What follows belongs to an exercise in optimizing a design on an open flow for small area and a short achievable clock period; a production flow would make more cautious choices.
Where RTL was checked, it was by simulation tests only, not by an equivalence proof against the original.
No activity file was given, so power comes from the tool's default toggle rates.

## v33
==> flow/design.v (excerpt) <==
module alu(FPUCLK, RST, A, B, CTRL, OUT);
  input FPUCLK, RST;
  input [31:0] A, B;
  input [2:0] CTRL;
  output [31:0] OUT;
  ...
Settings: LEC_CHECK=0, CAP_MARGIN=20, CELL_PAD_IN_SITES_DETAIL_PLACEMENT=1, CORE_MARGIN=2, CORE_UTILIZATION=35, PLACE_DENSITY=0.7, SETUP_SLACK_MARGIN=3.6, SLEW_MARGIN=20, TNS_END_PERCENT=5; clock period 7.0 ns.
standard.sh (not shown) runs the stock make flow with config.mk's settings and CLKGATE_MAP_FILE= SYNTH_SCRIPT=/design/flow/synth_recipe.tcl, a recipe that flattens the netlist after the stock synthesis.
==> flow/flow/run.sh <==
#!/bin/bash
set -euo pipefail
cd "$(dirname "$0")/.."
export BUFFER_PORTS_ARGS="-buffer_cell sky130_fd_sc_hd__buf_2"
export SYNTH_ARGS="-noabc"
bash standard.sh > standard_flow.log 2>&1
v33 | stages: all done | timing, DRC, antenna: all pass
Setup changes, v33 to v27
- TNS_END_PERCENT changed from 5 to 20
- SETUP_SLACK_MARGIN changed from 3.6 to 4
- PLACE_DENSITY removed (was 0.7)
### Flow results
Buffering stage count on the worst path with inverters included: v27 > v33. v27 vs v33 — via count dropped about 1.6%. Total power is higher on v27. v33 leaves less setup margin than v27.
Input changes introduced in v26 (baseline for comparison: v27):
- CTS_CLUSTER_DIAMETER now 80, previously not set
- CTS_CLUSTER_SIZE now 30, previously not set
- TNS_END_PERCENT now 5, was 20
- SETUP_SLACK_MARGIN now 3.6, was 4
Comparing v26 and v27, the lower ratio of cells with drive above 1 in the final layout is on v26.
Changes observed in v26 relative to v27: later-pin clock latency in the skew report went down; final cycle utilization of the critical path has increased.
Sequential portion of the cell area (higher): v26
Compared to v27, the router laid down less metal wire for v26.
Changes observed in v26 relative to v27: worst hold slack saw an increase, post-layout total power now smaller, fill cell total of the finished layout increased about 1.6%, switching component of the power lost 360 µW, non-clock buffer count decreased 19%.
Inputs modified between v26 and v7:
- clearing CTS_CLUSTER_SIZE, which used to be 30
- swapping 3.6 for 4 in SETUP_SLACK_MARGIN
- clearing CTS_CLUSTER_DIAMETER, which used to be 80
==> flow/flow/run.sh <==
#!/bin/bash
set -euo pipefail
cd "$(dirname "$0")/.."
export BUFFER_PORTS_ARGS="-buffer_cell sky130_fd_sc_hd__buf_2"
bash standard.sh > standard_flow.log 2>&1
--- outcome ---
Lower shortest clock period the worst path allows after layout among v7 and v26: v26
Capture point of the critical path = r2_m[12]$_DFF_P_: v26; capture point of the critical path = r3_m[23]$_DFF_P_: v7
v7 against v26: post-synthesis instance area +0.62%; total chip power +340 µW; clock-buffer cell count +15.
The clock slew at the register clock pins of the worst setup and hold paths in v7 sits 0.04 ns below the value recorded for v26.
When v7 is set beside v26, its non-clock buffer share of cell area turns out to be 1.1 points larger.
Summary: final routed wirelength across all metal layers, v7 worse than v26
The run showing the greater portion of total power attributed to sequential cells is v26.
v7 has share of power burned in combinational logic below what v26 had.

========
alu again, from the RTL that the note above started with.
clock: 7.0 ns
lec_check: 0
cap_margin: 20
cell_pad_in_sites_detail_placement: 0
core_margin: 2
core_utilization: 35
setup_slack_margin: 3.6
slew_margin: 20
tns_end_percent: 5
==> flow/flow/run.sh <==
#!/bin/bash
set -euo pipefail
cd "$(dirname "$0")/.."
export BUFFER_PORTS_ARGS="-buffer_cell sky130_fd_sc_hd__buf_2"
export SYNTH_ARGS="-noabc"
bash standard.sh > standard_flow.log 2>&1
The baseline went through all stages and came out clean.
==> next run, changes <==
Settings changed: CELL_PAD_IN_SITES_DETAIL_PLACEMENT 0 to 1.
Outcome: Power goes down by 0.42%; worst setup slack improves by 49 ps; first-iteration DRC count goes down by 1.3%; non-clock buffer count is unchanged; design area barely changes; register-to-register slack improves by 50 ps; clock skew goes down by 8.2 ps.
==> next run, changes <==
Settings changed: SETUP_SLACK_MARGIN 3.6 to 5.
Synthesized cell count stays the same.
Die area is unchanged.
Maximum frequency hardly moves.
Via count climbs by 5.0%.
Wire length climbs by about 9%.
First-iteration DRC count climbs by about 25%.
Global-route usage climbs by 0.54 points.
Cell area climbs by 6.5%.
Combinational power climbs by 18%.
==> next run, changes <==
Settings changed: SETUP_SLACK_MARGIN 5 to 3.6, TNS_END_PERCENT 5 to 2.
The changed run finished clean.
Sequential power falls by about 3%.
Total power is lower by about 12%.
Maximum frequency shrinks by about 1%.
Via count is lower by 4.6%.
Non-clock buffer count drops by 82.
==> next run, changes <==
Settings changed: SETUP_SLACK_MARGIN 3.6 to 4, TNS_END_PERCENT 2 to 5.
=> Wire length is lower by about 1.6%. Maximum frequency is higher by 0.78%. Sequential share of layout area is lower by 0.17 points. Global-route usage is lower by 0.66 points. Via count is about the same. Utilization is higher by 0.42 points. Clock power is higher by about 9%. Register-to-register slack improved by 30 ps. Power is higher by about 6%. Clock-buffer cell count is higher by 6.
==> next run, changes <==
Settings changed: SETUP_SLACK_MARGIN 4 to 3.6, TNS_END_PERCENT 5 to 0.
The changed run passed the timing, design-rule and antenna checks; sequential power barely changes; global-route usage is higher by 0.66 points; first-iteration DRC count is lower by about 3.6%; clock skew stays flat; fmax is lower by 0.77%; cell count is lower by 0.31%; cell area is lower by about 1%; register-to-register slack degrades by 30 ps; power is lower by 5.6%; die area does not change.

========
the reference run:
Another version of the RTL of alu (not shown whole).
For scale: ~2100 cells after synthesis, ~260 flip-flops, ~20000 um2 of cells after synthesis.
export LEC_CHECK = 0
export CAP_MARGIN = 20
export CELL_PAD_IN_SITES_DETAIL_PLACEMENT = 1
export CORE_MARGIN = 2
export CORE_UTILIZATION = 35
export SETUP_SLACK_MARGIN = 4
export SLEW_MARGIN = 20
export TNS_END_PERCENT = 5
create_clock -name core_clock -period 7.0 [get_ports {FPUCLK}]
Scripts as last shown in full above: flow/flow/run.sh
[inputs] the trial run vs the reference run
Settings: SETUP_SLACK_MARGIN now 3.6, was 4.
Results
The register-to-register slack number comes out higher for the trial run vs the reference run. Per the comparison of the trial run with the reference run, relative contribution of the clock network to total power saw an increase, utilization saw a decrease. Sort the trial run and the reference run by sequential share of layout area, ascending, and the reference run comes first. Changes observed in the trial run relative to the reference run: final cycle utilization of the critical path -0.32 points; combinational share of power -0.9 points; worst hold slack ~0 delta.
No run of this note included a check of the RTL's function; only the layout flow was run.

==> re-timing with driven ports <==
The flow's constraints put no driver on any port. The routed layouts listed below were extracted and timed again, unchanged, in two steps. Step 1 (the two cells are an assumption about what drives the block):
set clk [get_ports {FPUCLK}]
set_driving_cell -lib_cell sky130_fd_sc_hd__clkbuf_16 $clk
set_driving_cell -lib_cell sky130_fd_sc_hd__buf_2 [delete_from_list [all_inputs] $clk]
Step 2 times the ports against the registers' clock, not the clock port: input delays grow and output delays shrink by t, the midpoint of the rising clock arrivals with the driver on. a / b / c = ideal / step 1 / step 2; a / b = the first two.
run	shift t [ns]	slack for setup (ns)	slew at the worst register clock pin (ns)
v33	0.625	3.348 / 3.348 / 2.862	0.07 / 0.07
v27	0.621	3.503 / 3.503 / 3.274	0.07 / 0.07
v26	0.585	3.465 / 3.465 / 2.974	0.11 / 0.11
v7	0.647	3.343 / 3.343 / 2.791	0.07 / 0.07
the first run of note 2	0.620	3.492 / 3.492 / 2.968	0.07 / 0.07
the second run of note 2	0.617	3.541 / 3.541 / 2.983	0.07 / 0.07
the third run of note 2	0.621	3.546 / 3.546 / 3.327	0.07 / 0.07
the fourth run of note 2	0.618	3.512 / 3.512 / 2.941	0.07 / 0.07
the fifth run of note 2	0.623	3.539 / 3.539 / 2.958	0.07 / 0.07
the sixth run of note 2	0.618	3.512 / 3.512 / 2.941	0.07 / 0.07
the reference run	0.644	3.227 / 3.227 / 3.025	0.07 / 0.07
the trial run	0.631	3.249 / 3.249 / 2.858	0.06 / 0.06
After both steps every run listed still meets setup and hold. For the fifth run of note 2, which loses most, drivers alone change the setup slack by 0.000 ns; drivers and shift together by -0.581 ns.
